Source: an optimization exercise on an open RTL-to-GDS flow (aim: small area). Production flows keep margins and buffers that such runs may drop.
At most, simulation tests tie the RTL to the original design; equivalence was not proved.
Power figures rest on the tool's default switching activity, not on a simulated workload. The flow treats the clock pin as an ideal source, which a real chip does not have.

## run A
## FIFO
module FIFO #(
  parameter DEPTH   = 16,
  parameter DATA_W  = 32
)(
  input         wire              clk,
  input         wire              reset,
  input         wire              push_i,
  input         wire[DATA_W-1:0]  push_data_i,
  input         wire              pop_i,
  output        wire[DATA_W-1:0]  pop_data_o,
  output        wire              full_o,
  output        wire              empty_o
);
clock: 5.0 ns
lec_check: 0
cap_margin: 5
core_margin: 2
core_utilization: 88
slew_margin: 5
synth_hierarchical: 1
standard.sh (not shown) runs the stock make flow with config.mk's settings and CLKGATE_MAP_FILE= SYNTH_SCRIPT=/design/flow/synth_recipe.tcl, a recipe that flattens the netlist after the stock synthesis.
==> flow/flow/run.sh <==
#!/bin/bash
set -e
export BUFFER_PORTS_ARGS="-buffer_cell sky130_fd_sc_hd__buf_1"
export CTS_ARGS="-sink_clustering_enable -repair_clock_nets -sink_clustering_size 28 -sink_clustering_max_diameter 90 -buf_list {sky130_fd_sc_hd__clkbuf_16} -root_buf sky130_fd_sc_hd__clkbuf_16 -dont_use_dummy_load"
bash standard.sh > standard.log 2>&1
Run A failed in detailed placement (3_5_place_dp) with DPL-0033.
Here is what was changed in the inputs of run B compared with run A.
==> flow/flow/run.sh <==
#!/bin/bash
set -e
export BUFFER_PORTS_ARGS="-buffer_cell sky130_fd_sc_hd__buf_1"
export CTS_ARGS="-sink_clustering_enable -repair_clock_nets -sink_clustering_size 24 -sink_clustering_max_diameter 80 -buf_list {sky130_fd_sc_hd__clkbuf_16} -root_buf sky130_fd_sc_hd__clkbuf_16 -dont_use_dummy_load"
bash standard.sh > standard.log 2>&1
-- flow/config.mk --
<<< run A, line 8
export CAP_MARGIN = 5
>>> run B, line 8
export CAP_MARGIN = 20
<<< run A, line 10
export CORE_UTILIZATION = 88
export SLEW_MARGIN = 5
>>> run B, line 10
export CORE_UTILIZATION = 80
export SLEW_MARGIN = 20
## What came out
Run B: no failed stages, no open violations at the end
Run B and run A ended up with roughly the same average cell area after synthesis.
Status: share of the synthesized area in compound gates (AO/OA/AOI/OAI) parity (run B, run A)
Going from run A to run B, fraction of synthesized cell area in xor and xnor cells ~0 delta; post-detailed-placement half-perimeter wirelength -19%.
Going from run A to run B, final weighted congestion in routability-driven placement shrank by a few percent.
| die span in x | lower: run A |
Against run A, floorplan row count in run B rose by a few percent.
Run B vs run A — die height climbed by a few percent
Run B vs run A — initial core utilization dropped 7.3 points.
The following lists how run C was set up differently from run B:
==> flow/flow/run.sh <==
#!/bin/bash
set -e
export BUFFER_PORTS_ARGS="-buffer_cell sky130_fd_sc_hd__buf_1"
export CTS_ARGS="-sink_clustering_enable -repair_clock_nets -sink_clustering_size 16 -sink_clustering_max_diameter 50 -buf_list {sky130_fd_sc_hd__clkbuf_8} -root_buf sky130_fd_sc_hd__clkbuf_16 -dont_use_dummy_load"
bash standard.sh > standard.log 2>&1
==> comparison <==
- NOTE via count run B->run C decreased slightly
- Data arrival at the endpoint of the critical path: run C vs run B down 0.17 ns
- Reported for run C and run B, floorplan die area turned out identical to the last digit.
Modified inputs, run D compared to run C
==> flow/flow/run.sh <==
#!/bin/bash
set -e
export BUFFER_PORTS_ARGS="-buffer_cell sky130_fd_sc_hd__buf_1"
export CTS_ARGS="-sink_clustering_enable -repair_clock_nets -sink_clustering_size 32 -sink_clustering_max_diameter 100 -buf_list {sky130_fd_sc_hd__clkbuf_16} -root_buf sky130_fd_sc_hd__clkbuf_16 -dont_use_dummy_load"
bash standard.sh > standard.log 2>&1
Findings:
The final layout from run D, which completed every stage, passed the timing, DRC and antenna checks at the end of the flow. Run D vs. run C: delay contributed by the slowest stage of the critical path went down by 0.37 ns. Run D: global-route wire length before repair is 3.5% higher than what run C reported. Routed wire length | run D above run C. Capturing element of the worst setup path: pop_data_o[10] -> run D, pop_data_o[18] -> run C. Of run C and run D, the run reporting the higher share of total power in combinational logic was run D. Fraction of met1 tracks used by global routing in run D is 1.1 points higher than in run C. Relative to run C, run D degrades violation count after the first detailed-routing iteration. Changes observed in run D relative to run C: switching share of total power now larger, via count has increased. In run D, largest clock skew in the final design is higher than in run C. | part of the total power dissipated in the clock network | higher: run C |. Compared run C against run D; power density over the cells within noise.

FIFO, a different RTL version from the one above (not shown whole).
Size: roughly 860 cells after synthesis, roughly 520 flip-flops, ~70 I/O pins, ~18000 sq um of cells after synthesis.
make LEC_CHECK=0 CAP_MARGIN=20 CORE_MARGIN=2 CORE_UTILIZATION=60 CTS_BUF_LIST='sky130_fd_sc_hd__clkbuf_2 sky130_fd_sc_hd__clkbuf_4 sky130_fd_sc_hd__clkbuf_8' CTS_CLUSTER_DIAMETER=60 CTS_CLUSTER_SIZE=20 SLEW_MARGIN=20 SYNTH_HIERARCHICAL=1 finish   # period 5.0 ns
run.sh (not shown) runs the stock make flow with config.mk's settings and CLKGATE_MAP_FILE= SYNTH_SCRIPT=/design/flow/synth_recipe.tcl, a recipe that flattens the netlist after the stock synthesis.
Stock flow here: none of the scripts above is used.
Then changed:
==> flow/flow/run.sh (new file) <==
#!/bin/bash
set -e
export BUFFER_PORTS_ARGS="-buffer_cell sky130_fd_sc_hd__buf_1"
export CTS_ARGS="-sink_clustering_enable -repair_clock_nets -sink_clustering_size 24 -sink_clustering_max_diameter 80 -buf_list {sky130_fd_sc_hd__clkbuf_8 sky130_fd_sc_hd__clkbuf_16} -root_buf sky130_fd_sc_hd__clkbuf_16 -dont_use_dummy_load"
bash standard.sh > standard.log 2>&1
==> flow/standard.sh (new file) <==
#!/bin/bash
# synth_recipe.tcl (not shown) runs the flow's synth.tcl, then flattens the netlist and writes it again
# the make line also repeats each setting of config.mk as NAME=value (left out here)
make -C /OpenROAD-flow-scripts/flow DESIGN_CONFIG=/design/flow/config.mk WORK_HOME=/design/flow/orfs CLKGATE_MAP_FILE= SYNTH_SCRIPT=/design/flow/synth_recipe.tcl "${@:-finish}"
CORE_UTILIZATION = 70   (was 60)
CTS_BUF_LIST = not set   (was sky130_fd_sc_hd__clkbuf_2 sky130_fd_sc_hd__clkbuf_4 sky130_fd_sc_hd__clkbuf_8)
CTS_CLUSTER_DIAMETER = not set   (was 60)
CTS_CLUSTER_SIZE = not set   (was 20)
removed: flow/run.sh
The changed run passed the timing, DRC and antenna checks.
Count of clock-buffer cells in the layout went down by 14.
Total power went down by about 4.4%.
Synthesized cell count does not change.
Design area went down by 3.6%.
Worst setup slack is better by 130 ps.
Critical path depth went up by 1.
Area after synthesis is unchanged.
Sequential share of layout area went up by 2.8 points.
Via count went down by 1.1%.
First-iteration DRC count went down by about 10%.
Function was not checked in any run of this note: the RTL went through the layout flow alone.

== red ==
Starting RTL as in the previous note.
Settings: LEC_CHECK=0, CAP_MARGIN=20, CORE_MARGIN=2, CORE_UTILIZATION=60, CTS_BUF_LIST=sky130_fd_sc_hd__clkbuf_2 sky130_fd_sc_hd__clkbuf_4 sky130_fd_sc_hd__clkbuf_8, SLEW_MARGIN=20, SYNTH_HIERARCHICAL=1; clock period 5.0 ns.
Stock flow here: none of the scripts above is used.
Relative to red, the following input files were edited for blue:
==> flow/flow/run.sh (new file) <==
#!/bin/bash
set -e
export BUFFER_PORTS_ARGS="-buffer_cell sky130_fd_sc_hd__buf_1"
export CTS_ARGS="-sink_clustering_enable -repair_clock_nets -sink_clustering_size 20 -sink_clustering_max_diameter 60 -buf_list {sky130_fd_sc_hd__clkbuf_4 sky130_fd_sc_hd__clkbuf_8} -root_buf sky130_fd_sc_hd__clkbuf_16 -dont_use_dummy_load"
bash standard.sh > standard.log 2>&1
==> flow/standard.sh (new file) <==
#!/bin/bash
# synth_recipe.tcl (not shown) runs the flow's synth.tcl, then flattens the netlist and writes it again
# the make line also repeats each setting of config.mk as NAME=value (left out here)
make -C /OpenROAD-flow-scripts/flow DESIGN_CONFIG=/design/flow/config.mk WORK_HOME=/design/flow/orfs CLKGATE_MAP_FILE= SYNTH_SCRIPT=/design/flow/synth_recipe.tcl "${@:-finish}"
diff --git a/flow/config.mk b/flow/config.mk
--- a/flow/config.mk
+++ b/flow/config.mk
@@ -10,2 +10 @@
-export CORE_UTILIZATION = 60
-export CTS_BUF_LIST = sky130_fd_sc_hd__clkbuf_2 sky130_fd_sc_hd__clkbuf_4 sky130_fd_sc_hd__clkbuf_8
+export CORE_UTILIZATION = 70
removed: flow/run.sh
Results
The setup slack of blue exceeds that of red by 0.16 ns. Across both runs, stage delay of the slowest cell on the critical path was higher for blue than for red. blue vs red on clock tree buffer count of the final layout: blue is the lower one. Compared with red, in blue final area shrank by about 8%, power spent charging and discharging nets saw a decrease, relative area change from synthesis to final layout dropped 8.9 points, routed wire length lost about 5%. Portion of the layout cell area used by non-clock buffers for blue is lower than for red.
No run of this note included a check of the RTL's function; only the layout flow was run.

[port drivers added, routing unchanged]
In the flow no input, the clock included, has a driving cell. The finished layouts below were timed again as built, in two steps. Step 1: set_driving_cell puts a clkbuf_16 on clk and a buf_2 on each other input, an assumption about the parent block. Step 2 times the ports against the registers' clock, not the clock port: input delays grow and output delays shrink by t, the midpoint of the rising clock arrivals with the driver on. a / b / c = ideal / step 1 / step 2; a / b = the first two.
run	t, ns	slack for setup (ns)	worst hold slack (ns)	latest minus earliest clock arrival (ns)	worst register clock-pin slew, ns
run B	0.596	0.708 / 0.659 / 1.255	0.339 / 0.312 / 0.436	0.040 / 0.040	0.10 / 0.10
run C	0.544	0.876 / 0.829 / 1.374	0.381 / 0.355 / 0.430	0.031 / 0.031	0.10 / 0.10
run D	0.579	0.773 / 0.725 / 1.304	0.339 / 0.313 / 0.399	0.067 / 0.067	0.12 / 0.12
the first run of note 2	0.605	0.394 / 0.350 / 0.955	0.452 / 0.452 / 0.452	0.026 / 0.027	0.12 / 0.12
the second run of note 2	0.586	0.526 / 0.479 / 1.065	0.327 / 0.305 / 0.432	0.039 / 0.038	0.09 / 0.09
red	0.627	0.386 / 0.340 / 0.968	0.441 / 0.441 / 0.441	0.027 / 0.027	0.07 / 0.07
blue	0.531	0.548 / 0.500 / 1.031	0.385 / 0.362 / 0.412	0.049 / 0.050	0.12 / 0.12
After both steps setup and hold are still met in every run listed.
